Context: an optimization exercise on an open-source flow, tuned for small area. The choices shown serve that exercise and are no tape-out recipe.
In this exercise RTL edits were held to simulation tests only and were not proved equivalent to the original.

==> flow/design.v, too long to show whole: its modules and the start of the top module <==
// module cordic_amplitude_angle: 5055 lines
module cordic_amplitude_angle (
    input                clk,
    input                rst_n,
    input  signed [31:0] x,
    input  signed [31:0] y,
    input                pre_vaild,
    output signed [31:0] amplitude,
    output signed [31:0] angle,
    output reg           post_vaild
);
  // ...
==> flow/flow/run.sh <==
#!/bin/bash
# The standard layout flow (standard.sh) with two changes:
# - the buffers that global placement puts on every input and output port are
#   sky130_fd_sc_hd__buf_1 cells instead of the default choice (the resizer may
#   still upsize them);
# - clock tree synthesis clusters up to 25 flip-flops within 70 um per leaf
#   buffer and inserts no dummy loads.
# standard.sh's own output goes to standard_flow.log; each ORFS step keeps its
# full log under orfs/logs/.
export BUFFER_PORTS_ARGS="-buffer_cell sky130_fd_sc_hd__buf_1"
export CTS_ARGS="-sink_clustering_enable -repair_clock_nets -sink_clustering_size 25 -sink_clustering_max_diameter 70 -dont_use_dummy_load"
bash standard.sh > standard_flow.log 2>&1
==> flow/standard.sh <==
#!/bin/bash
# synth_recipe.tcl (not shown) runs the flow's synth.tcl, then flattens the netlist and writes it again
# the make line also repeats each setting of config.mk as NAME=value (left out here)
make -C /OpenROAD-flow-scripts/flow DESIGN_CONFIG=/design/flow/config.mk WORK_HOME=/design/flow/orfs CLKGATE_MAP_FILE= SYNTH_SCRIPT=/design/flow/synth_recipe.tcl "${@:-finish}"
==> flow/config.mk <==
export PLATFORM = sky130hd
export DESIGN_NAME = cordic_amplitude_angle
export DESIGN_NICKNAME = cordic_amplitude_angle
export VERILOG_FILES = /design/flow/design.v
export SDC_FILE = /design/flow/constraint.sdc
export NUM_CORES = 4
export LEC_CHECK = 0
export CAP_MARGIN = 20
export CORE_MARGIN = 2
export CORE_UTILIZATION = 40
export GPL_TIMING_DRIVEN = 0
export SLEW_MARGIN = 20
==> flow/constraint.sdc <==
create_clock -name core_clock -period 7.5 [get_ports {clk}]
set_input_delay 1.5000 -clock core_clock [delete_from_list [all_inputs] [get_ports {clk}]]
set_output_delay 1.5000 -clock core_clock [all_outputs]
set_load 0.01 [all_outputs]
==> run_results.csv, run 1 <==
group,metric,value,unit
setup_path,cp.required,7.93,ns
place,gp_congestion,0.8976,
setup_path,path_common_cell,"ha_1",
detailed_routing,vias,36732,
setup_path,crit_end,"X_s9[29]",
logic_synthesis,synthAdderAreaFrac,32.75,%
logic_synthesis,yosys.area.top_type,"dfxtp_1",
final_layout,final_util,43.48,%
final_layout,multi_input_gates,4200,
final_layout,nNonClkBuffers,223,
detailed_routing,routed_wl,120.3,mm
global_routing,first_global_vias,37112,
worst_hold_path,holdPathEnd,"e2_s9",
floorplanning,fp.dieArea,130600,µm²
logic_synthesis,synthCells,5358,
setup_path,worstPathArrival,7.58,ns
floorplanning,ios,132,
floorplanning,nWellTaps,1662,
setup_path,cp_cell_sequence,"buf_2 > clkdlybuf4s15_1 > xnor2_1 > ha_1 > a21oi_1 > o21ai_0 > a221o_1 > a21oi_2 > nor3_1 > nor3_2 > clkbuf_1 > xnor2_1 > ha_1 > inv_1 > o41ai_2 > nand3_1 > a31oi_1 > o211ai_1 > nor4_1 > ha_1",
logic_synthesis,yosysTopAreaCellShare,19.70,%
detailed_routing,drtIter0Drc,1786,
final_layout,nFlopsAndLatches,511,
clock_tree,cts_sinks,511,
final_layout,multi_input_area_share,69.74,%
clock_tree,cts_root_buffer,"clkbuf_16",
outcome,status,"complete, no violations",
logic_synthesis,syn_area_per_cell,9.539,µm²
setup_path,cp_max_fo,10,
==> inputs of run 2 (changes only) <==
--- a/flow/config.mk
+++ b/flow/config.mk
@@ -9,4 +9,3 @@
 export CORE_MARGIN = 2
 export CORE_UTILIZATION = 40
-export GPL_TIMING_DRIVEN = 0
 export SLEW_MARGIN = 20
==> run_results.csv, run 2 <==
group,metric,value,unit
timing,rsz0062_at_grt,"false",
logic_synthesis,yosys_warnings,1,
setup_path,cp_cell_sequence,"inv_1 > fa_1 > fa_1 > fa_1 > ha_1 > or3_1 > a211oi_1 > nor3_1 > o21a_1 > a221oi_2 > buf_4 > o21bai_2 > a211oi_2 > o21ai_2 > a2111o_1 > o211a_1 > buf_1",
timing,finalSetupTns,0,ns
setup_path,cp_max_fo,6,
clock_tree,worstSkewPairLatency,0.64,ns
detailed_routing,drtIter0Drc,1528,
global_routing,grt_max_degree,59,
logic_synthesis,yosysMostFrequentCell,"ha_1",
global_routing,grtUsageTotal,17.58,%
global_routing,first_global_vias,36405,
logic_synthesis,syn_area_per_cell,9.539,µm²
floorplanning,die_h,361.5,µm
clock_tree,path_clk_slew,0.09,ns
timing,worst_pin_slew,0.9742,ns
place,post-place-cells,7100,
timing,skew,0.06752,ns
final_layout,drive_gt1_share,3.955,%
clock_tree,cts_root_buffer,"clkbuf_16",
logic_synthesis,synth.area.top_cells,"dfxtp_1 20%, ha_1 19%, fa_1 14%",
logic_synthesis,ys_ff_latch,511,
final_layout,regArea,10290,µm²
place,hpwlAfterDp,99.03,mm
final_layout,final_util,43.21,%
clock_tree,cts_buffer_depth,3,
floorplanning,ios,132,
final_layout,nets,6686,
detailed_routing,routed_wl,113.9,mm
clock_tree,tritoncts,"yes",
global_routing,antenna_found_initial,1,
setup_path,slowest_delay,0.54,ns
setup_path,worst_setup_path_end_kind,"output port",
final_layout,final_cell_mix,"783 x ha_1, 660 x xnor2_1, 561 x inv_1, 498 x xor2_1, 489 x dfxtp_1",
final_layout,instances_no_fill,7150,
detailed_routing,wl_per_cell,15.94,µm
timing,setup_viol,0,
global_routing,grt_pass1_wl,187.0,mm
detailed_routing,drc_errors,0,
final_layout,design_area,54960,µm²
detailed_routing,ant_nets,0,
setup_path,cp-start-kind,"flop",
clock_tree,cts_buffers,47,
detailed_routing,dr.pass1.iters,5,
final_layout,multi_input_area,38460,µm²
logic_synthesis,synth_edf_count,0,
setup_path,critPathSlowestCell,"fa_1",
setup_path,cp.required,6.00,ns
detailed_routing,via_per_inst,5.023,
logic_synthesis,async_flop_share,1.566,%
setup_path,path_common_cell,"fa_1",
detailed_routing,vias,35914,
final_layout,areaGrowthSynthToFinish,7.530,%
floorplanning,fp.dieArea,130600,µm²
logic_synthesis,synth_cell_types,98,
logic_synthesis,yosys-top-cells-count,"784 x ha_1, 661 x xnor2_1, 562 x inv_1",
timing,fin_crit,7.125,ns
clock_tree,htreeDepth,2,
floorplanning,core_area,127200,µm²
timing,fmaxAchievable,140.4,MHz
timing,fin_crit_sh,95.00,%
flow_run,max_cap_violations,0,
floorplanning,rows,131,
place,gp_congestion,0.8783,
place,port_buffers,118,
final_layout,final_common_cell,"ha_1",
outcome,status,"complete, no violations",
logic_synthesis,yosysTopAreaCellShare,19.70,%
timing,hold_violations,0,
floorplanning,start_util,40.18,%
logic_synthesis,ys.flop_type,"dfxtp_1",
clock_tree,cts_sinks,511,
logic_synthesis,synth_seq_area_share,20.09,%
setup_path,crit_type,"flop to output port",
logic_synthesis,yosys.area.top_type,"dfxtp_1",
setup_path,worstPathArrival,5.62,ns
timing,slew_violations,0,
final_layout,fill_cells,12419,
floorplanning,die_w,361.5,µm
clock_tree,cts_hold_buf,0,
worst_hold_path,hold_class,"flop to flop",
global_routing,grt_overflow,0,
timing,slew_headroom,34.58,%
place,place_area,53670,µm²
logic_synthesis,syn_area,51110,µm²
logic_synthesis,synthCells,5358,
-- run 2: per-layer routing --
metal / vias up / share of wire [%] / global-route usage [%]
met3: 142 / 3.3 / 1.936
met4: 0 / 2.4 / 4.412
met1: 16963 / 46 / 22.46
li1: 18323 / - / -
met2: 486 / 49 / 31.40
met5: - / 0 / 0
-- run 2: cell families after synthesis --
logic type / count (synthesis) / synth area share (%)
AOI/OAI and AO/OA: 979 / 12.97
xor gates and xnor gates: 1162 / 19.95
adders and majority gates: 1130 / 32.75
buffers and inverters: 654 / 4.962
DFF: 511 / 20.09
muxes: 17 / 0.3550
other: 2 / 0.01469
and+or+nand+nor: 903 / 8.909
-- run 2: layout make-up --
cell class / instances / area share (%)
diodes: 1 / 0.004553
repair buffers: 166 / 1.498
multi-input cells: 4200 / 69.99
flip-flops and latches: 511 / 18.73
clock buffers: 47 / 2.140
inverters: 563 / 3.852
well taps: 1662 / 3.784
-- run 2: repair_timing --
action	4_1_cts	5_1_grt
pin swaps	0	4
resized for setup	3	24
setup buffers	0	2
endpoints found under the setup margin	2	15
-- run 2: worst max-delay path, delay by kind of cell (launching register included) --
kind            cells  cell delay (ns)
fa+ha+maj           4             1.69
compound gates      8             2.00
simple gates        2             0.42
buf+inv             3             0.44
flops               1             0.45
-- run 2: worst paths after layout --
path | from | end | slack [ns] | depth (start not counted)
hold reg to reg | e6_s9 | e6_s11 | 0.28 | 0
max in group asynchronous | rst_n | vr[3] | 6.45 | 1
setup / recovery | L_s16[4] | amplitude[29] | 0.38 | 17
setup reg to reg | Y_s13[19] | ahi_s16[17] | 0.54 | 31
hold / removal | e6_s9 | e6_s11 | 0.28 | 0
min in group asynchronous | rst_n | vr[0] | 0.78 | 1
-- run 2: metrics by stage --
step	hold slack (ns)	setup slack [ns]
6_report	0.2765	0.3751
5_1_grt	0.2899	0.009801
4_1_cts	0.2834	0.08854
3_5_place_dp	0.3121	0.1970
3_3_place_gp	0.3100	0.2684
2_1_floorplan	0.3096	0.09512
==> inputs of run 3 (changes only) <==
==> flow/flow/run.sh (replaced) <==
#!/bin/bash
# The standard layout flow (standard.sh) with two changes:
# - the buffers that global placement puts on every input and output port are
#   sky130_fd_sc_hd__buf_1 cells instead of the default choice (the resizer may
#   still upsize them);
# - clock tree synthesis clusters up to 30 flip-flops within 80 um per leaf
#   buffer and inserts no dummy loads.
# standard.sh's own output goes to standard_flow.log; each ORFS step keeps its
# full log under orfs/logs/.
export BUFFER_PORTS_ARGS="-buffer_cell sky130_fd_sc_hd__buf_1"
export CTS_ARGS="-sink_clustering_enable -repair_clock_nets -sink_clustering_size 30 -sink_clustering_max_diameter 80 -dont_use_dummy_load"
bash standard.sh > standard_flow.log 2>&1
==> run_results.csv, run 3 <==
group,metric,value,unit
final_layout,drive_gt1_share,3.741,%
clock_tree,tritoncts,"yes",
logic_synthesis,async_flop_share,1.566,%
final_layout,instances_no_fill,7143,
logic_synthesis,synth_seq_area_share,20.09,%
clock_tree,cts_sinks,511,
floorplanning,die_w,361.5,µm
setup_path,worstPathArrival,5.68,ns
logic_synthesis,yosysTopAreaCellShare,19.70,%
worst_hold_path,holdPathStages,0,
floorplanning,die_h,361.5,µm
floorplanning,ios,132,
floorplanning,fp.dieArea,130600,µm²
worst_hold_path,holdPathEnd,"e1_s5",
clock_tree,htreeDepth,2,
logic_synthesis,ys_ff_latch,511,
worst_hold_path,worstHoldStart,"e1_s3",
logic_synthesis,yosysMostFrequentCell,"ha_1",
logic_synthesis,syn_area_per_cell,9.539,µm²
global_routing,first_global_vias,36328,
timing,fmaxAchievable,139.4,MHz
detailed_routing,wl_per_cell,15.95,µm
detailed_routing,via_per_inst,5.026,
place,port_buffers,118,
final_layout,areaGrowthSynthToFinish,7.144,%
global_routing,antenna_found_initial,2,
outcome,status,"complete, no violations",
setup_path,timing.rr.start,"Y_s13[19]",
setup_path,reg2reg_to,"ahi_s16[17]",
detailed_routing,drtIter0Drc,1558,
final_layout,final_util,43.05,%
timing,skew,0.06389,ns
flow_run,max_cap_violations,0,
logic_synthesis,yosys.area.top_type,"dfxtp_1",
setup_path,ff2ff_path_depth,31,
logic_synthesis,ys.flop_type,"dfxtp_1",
setup_path,worst_setup_path_end_kind,"output port",
setup_path,cp-start-kind,"flop",
logic_synthesis,synth_cell_types,98,
final_layout,final_common_cell,"ha_1",
logic_synthesis,synthCells,5358,
detailed_routing,drc_errors,0,
place,gp_congestion,0.8783,
global_routing,grt_overflow,0,
setup_path,cp.required,6.00,ns
worst_hold_path,hold_class,"flop to flop",
detailed_routing,dr.pass1.iters,5,
detailed_routing,vias,35903,
timing,fin_crit_sh,95.67,%
setup_path,crit_type,"flop to output port",
logic_synthesis,syn_area,51110,µm²
floorplanning,rows,131,
detailed_routing,routed_wl,113.9,mm
timing,worst_pin_slew,0.9989,ns
timing,slew_headroom,32.93,%
place,hpwlAfterDp,99.03,mm
clock_tree,cts_root_buffer,"clkbuf_16",
setup_path,rrSetupSlack,0.51,ns
detailed_routing,ant_nets,0,
timing,setup_viol,0,
floorplanning,core_area,127200,µm²
clock_tree,cts_buffer_depth,3,
clock_tree,cts_buffers,40,
clock_tree,path_clk_slew,0.10,ns
final_layout,final_cell_mix,"784 x ha_1, 660 x xnor2_1, 562 x inv_1, 498 x xor2_1, 491 x dfxtp_1",
global_routing,grt_pass1_wl,186.9,mm
floorplanning,start_util,40.18,%
global_routing,grt_max_degree,59,
logic_synthesis,synth.area.top_cells,"dfxtp_1 20%, ha_1 19%, fa_1 14%",
timing,fin_crit,7.176,ns
place,post-place-cells,7100,
logic_synthesis,yosys-top-cells-count,"784 x ha_1, 661 x xnor2_1, 562 x inv_1",
timing,hold_violations,0,
logic_synthesis,synth_edf_count,0,
clock_tree,worstSkewPairLatency,0.61,ns
final_layout,nets,6679,
global_routing,grtUsageTotal,17.53,%
logic_synthesis,yosys_warnings,1,
timing,hold_ws,0.2860,ns
timing,slew_violations,0,
setup_path,cp_max_fo,6,
==> run 3: cell families (layout without fill, tap and decap cells) <==
| kind of cell | Yosys count | in the layout | share of synthesized area, % |
|---|---|---|---|
| simple gates | 903 | 903 | 8.909 |
| flops | 511 | 511 | 20.09 |
| xor+xnor | 1162 | 1162 | 19.95 |
| other cells | 2 | 10 | 0.01469 |
| mux | 17 | 17 | 0.3550 |
| compound gates | 979 | 979 | 12.97 |
| buf+inv | 654 | 769 | 4.962 |
| fa+ha+maj | 1130 | 1130 | 32.75 |
==> run 3: worst max path at each step <==
stage / start / to / depth (start not counted)
floorplan: Y_s13[19] / ahi_s16[16] / 32
global placement: Y_s13[19] / ahi_s16[16] / 32
detailed placement: Y_s13[19] / ahi_s16[15] / 31
CTS: L_s16[14] / amplitude[29] / 20
global route: L_s16[12] / amplitude[29] / 21
finish: L_s16[7] / amplitude[29] / 17
==> run 3: final cells by class <==
type | count | area (µm²)
Inverter | 563 | 2113
Antenna cell | 1 | 2.502
Tap cell | 1662 | 2079
Multi-Input combinational cell | 4200 | 38450
Sequential cell | 511 | 10290
Clock buffer | 40 | 1001
Timing Repair Buffer | 166 | 823.3
Fill cell | 12422 | 72430
==> run 3: per-layer routing <==
| layer | GRT usage (%) | share of wire, % | vias up |
|---|---|---|---|
| met3 | 1.521 | 3.1 | 141 |
| li1 | - | - | 18311 |
| met2 | 31.36 | 49 | 494 |
| met1 | 22.54 | 46 | 16957 |
| met4 | 4.559 | 2.6 | 0 |
| met5 | 0 | 0 | - |
==> run 3: worst max-delay path, stage by stage, from the launching register on <==
cell and delay, ns:
dfxtp_1 0.45, inv_1 0.20, fa_1 0.50, fa_1 0.54, fa_1 0.42, ha_1 0.22, or3_1 0.33, a211oi_1 0.36
nor3_1 0.09, o21a_1 0.29, a221oi_2 0.28, buf_4 0.19, o21bai_1 0.14, a211oi_2 0.32, o21ai_2 0.13, a2111o_1 0.38
o211a_1 0.15, buf_1 0.13
==> run 3: timing repair <==
item | CTS | global route
resized for setup | 2 | 20
pin swaps | 0 | 4
setup endpoints to repair | 2 | 15
setup buffers | 0 | 2
hold buffers | 0 | 0
==> run 3: metrics by stage <==
step	TNS [ns]	setup WS (ns)	instance area, µm²
2_1_floorplan	0	0.09512	51140
3_3_place_gp	0	0.2684	53670
3_5_place_dp	0	0.1970	53670
4_1_cts	0	0.02516	54670
5_1_grt	-0.0005747	-0.0005489	54760
6_report	0	0.3244	54760
==> inputs of run 4 (changes only) <==
--- a/flow/config.mk
+++ b/flow/config.mk
@@ -8,4 +8,5 @@
 export CAP_MARGIN = 20
 export CORE_MARGIN = 2
-export CORE_UTILIZATION = 40
+export CORE_UTILIZATION = 55
+export PLACE_DENSITY = 0.65
 export SLEW_MARGIN = 20
==> run_results.csv, run 4 <==
group,metric,value,unit
setup_path,crit_family,"adder cells",
timing,setup_viol,0,
logic_synthesis,synth_cell_types,98,
logic_synthesis,ys_ff_latch,511,
setup_path,timing.rr.start,"Y_s13[19]",
detailed_routing,vias,35936,
logic_synthesis,yosysMostFrequentCell,"ha_1",
clock_tree,path_clk_slew,0.07,ns
detailed_routing,ant_nets,0,
global_routing,grt_max_degree,38,
detailed_routing,dr.pass1.iters,5,
floorplanning,die_w,308.8,µm
place,hpwlAfterDp,94.54,mm
clock_tree,worstSkewPairLatency,0.61,ns
setup_path,cp_num_buf_inv,3,
clock_tree,cts_hold_buf,0,
timing,worst_pin_slew,0.9193,ns
setup_path,cp_max_fo,5,
final_layout,design_area,54200,µm²
setup_path,cp_cell_sequence,"fa_1 > fa_1 > inv_1 > fa_1 > fa_1 > inv_1 > ha_1 > a21o_1 > a21o_1 > a21oi_1 > nor2b_1 > o21ai_0 > a211oi_1 > o21bai_1 > a211oi_2 > o21ai_1 > a2111o_1 > o211a_1 > buf_1",
timing,fin_crit_sh,95.60,%
setup_path,critPathSlowestCell,"dfxtp_1",
timing,worst_slack,0.3300,ns
setup_path,worstPathArrival,5.67,ns
final_layout,final_util,58.95,%
place,port_buffers,118,
logic_synthesis,synth_seq_area_share,20.09,%
timing,hold_violations,0,
clock_tree,cts_buffers,39,
timing,slew_violations,0,
setup_path,crit_end,"amplitude[29]",
setup_path,startpoint,"L_s16[9]",
floorplanning,fp.dieArea,95380,µm²
timing,rsz0062_at_grt,"true",
floorplanning,ios,132,
logic_synthesis,syn_area,51110,µm²
detailed_routing,highest_layer,"met4",
logic_synthesis,yosys_warnings,1,
logic_synthesis,synth_edf_count,0,
worst_hold_path,hold_class,"flop to flop",
setup_path,slowest_delay,0.57,ns
global_routing,grt_pass1_wl,179.3,mm
logic_synthesis,synth.area.top_cells,"dfxtp_1 20%, ha_1 19%, fa_1 14%",
logic_synthesis,ys.flop_type,"dfxtp_1",
timing,skew,0.09516,ns
final_layout,multi_input_area,38440,µm²
final_layout,drive_gt1_share,3.614,%
global_routing,antenna_found_initial,0,
floorplanning,die_h,308.8,µm
setup_path,rrSetupSlack,0.40,ns
timing,hold_ws,0.3079,ns
floorplanning,rows,111,
setup_path,reg2reg_to,"ahi_s16[17]",
final_layout,regArea,10280,µm²
logic_synthesis,yosys-top-cells-count,"784 x ha_1, 661 x xnor2_1, 562 x inv_1",
final_layout,final_cell_mix,"784 x ha_1, 660 x xnor2_1, 562 x inv_1, 498 x xor2_1, 494 x dfxtp_1",
final_layout,n_antenna_cell,0,
clock_tree,cts_buffer_depth,3,
clock_tree,cts_sinks,511,
floorplanning,start_util,55.59,%
final_layout,final_common_cell,"ha_1",
detailed_routing,route.met2.wl,51.37,mm
final_layout,fill_cells,8146,
setup_path,ff2ff_path_depth,29,
setup_path,worst_setup_path_end_kind,"output port",
place,gp_congestion,0.8896,
logic_synthesis,yosys.area.top_type,"dfxtp_1",
timing,fin_crit,7.170,ns
setup_path,path_common_cell,"fa_1",
setup_path,cp.required,6.00,ns
logic_synthesis,syn_area_per_cell,9.539,µm²
logic_synthesis,synthCells,5358,
timing,slew_headroom,38.34,%
global_routing,first_global_vias,35870,
clock_tree,tritoncts,"yes",
floorplanning,core_area,91940,µm²
final_layout,areaGrowthSynthToFinish,6.042,%
outcome,status,"complete, no violations",
place,place_ws,-0.2224,ns
setup_path,cp-start-kind,"flop",
setup_path,crit_type,"flop to output port",
global_routing,grtUsageTotal,23.15,%
detailed_routing,routed_wl,108.8,mm
flow_run,max_cap_violations,0,
detailed_routing,via_per_inst,5.346,
setup_path,worst-path-stages,19,
detailed_routing,wl_per_cell,16.19,µm
logic_synthesis,async_flop_share,1.566,%
final_layout,nets,6678,
clock_tree,cts_root_buffer,"clkbuf_16",
place,place_area,53130,µm²
global_routing,grt_overflow,0,
detailed_routing,wl_met3,3.595,mm
timing,fmaxAchievable,139.5,MHz
detailed_routing,drt-met1-wl,50.68,mm
detailed_routing,drtIter0Drc,1770,
clock_tree,htreeDepth,2,
logic_synthesis,yosysTopAreaCellShare,19.70,%
detailed_routing,drc_errors,0,
-- run 4: cell type report --
type	count	share of cell area, %
Tap cell	1243	2.870
Timing Repair Buffer	166	1.533
Clock buffer	39	1.801
Inverter	563	3.899
Multi-Input combinational cell	4200	70.93
Sequential cell	511	18.97
-- run 4: cells by family after synthesis --
kind of cell               count (synthesis)  share of synthesized area, %
xor gates and xnor gates                1162                         19.95
adders and majority gates               1130                         32.75
AOI/OAI and AO/OA                        979                         12.97
and+or+nand+nor                          903                         8.909
buffers and inverters                    654                         4.962
DFF                                      511                         20.09
muxes                                     17                        0.3550
other                                      2                       0.01469
-- run 4: what timing repair did --
action	CTS	global route
buffers inserted	2	2
endpoints found under the setup margin	6	23
cloned	0	0
gates resized for setup	4	11
pin swaps	0	3
-- run 4: per-stage QoR --
step / std cells / setup TNS [ns]
after detailed placement: 6679 / -0.7497
after global routing: 6722 / -0.1105
final: 6722 / 0
after CTS: 6720 / 0
after floorplan: 5365 / 0
after global placement: 6679 / -0.1032
-- run 4: worst register-to-register path, delay by kind of cell (launching register included) --
kind	cells	cell delay (ns)
and+or+nand+nor	9	2.39
AOI/OAI and AO/OA	9	1.88
adders and majority gates	4	1.05
xor gates and xnor gates	6	1.04
DFF	1	0.42
buffers and inverters	1	0.19
-- run 4: per-layer routing --
metal | GRT usage [%] | vias to the layer above
met4 | 6.446 | 0
met5 | 0 | -
met1 | 30.35 | 16938
met2 | 40.58 | 529
met3 | 2.213 | 149
li1 | - | 18320
-- run 4: how the worst min path moves through the flow --
stage | startpoint | endpoint | slack [ns] | cells past startpoint
after floorplan | e0_s9 | e0_s11 | 0.31 | 0
after global placement | e4_s5 | e4_s7 | 0.31 | 0
after detailed placement | e0_s5 | e0_s7 | 0.31 | 0
after CTS | e2_s3 | e2_s5 | 0.31 | 0
after global routing | e2_s3 | e2_s5 | 0.31 | 0
final | e2_s3 | e2_s5 | 0.31 | 0

port drivers added, routing unchanged:
In the flow no input, the clock included, has a driving cell. The finished layouts below were timed again as built, in two steps. Step 1 assumes that a clkbuf_16 drives the clock port and a buf_2 every other input. Step 2 times the ports against the registers' clock, not the clock port: input delays grow and output delays shrink by t, the midpoint of the rising clock arrivals with the driver on. Three values: ideal, step 1, step 2; two values: the first two.
| run | shift t [ns] | setup slack, ns | slew at the worst register clock pin (ns) | worst data-port slew with drivers (ns) | pins driven straight from the clock port |
|---|---|---|---|---|---|
| run 1 | 0.667 | 0.350 / 0.312 / 0.350 | 0.09 / 0.09 | 0.03 | 1 |
| run 2 | 0.681 | 0.375 / 0.304 / 0.537 | 0.09 / 0.09 | 0.05 | 1 |
| run 3 | 0.643 | 0.324 / 0.257 / 0.510 | 0.11 / 0.11 | 0.05 | 1 |
| run 4 | 0.626 | 0.330 / 0.268 / 0.397 | 0.11 / 0.11 | 0.05 | 1 |
After both steps every run listed still meets setup and hold.
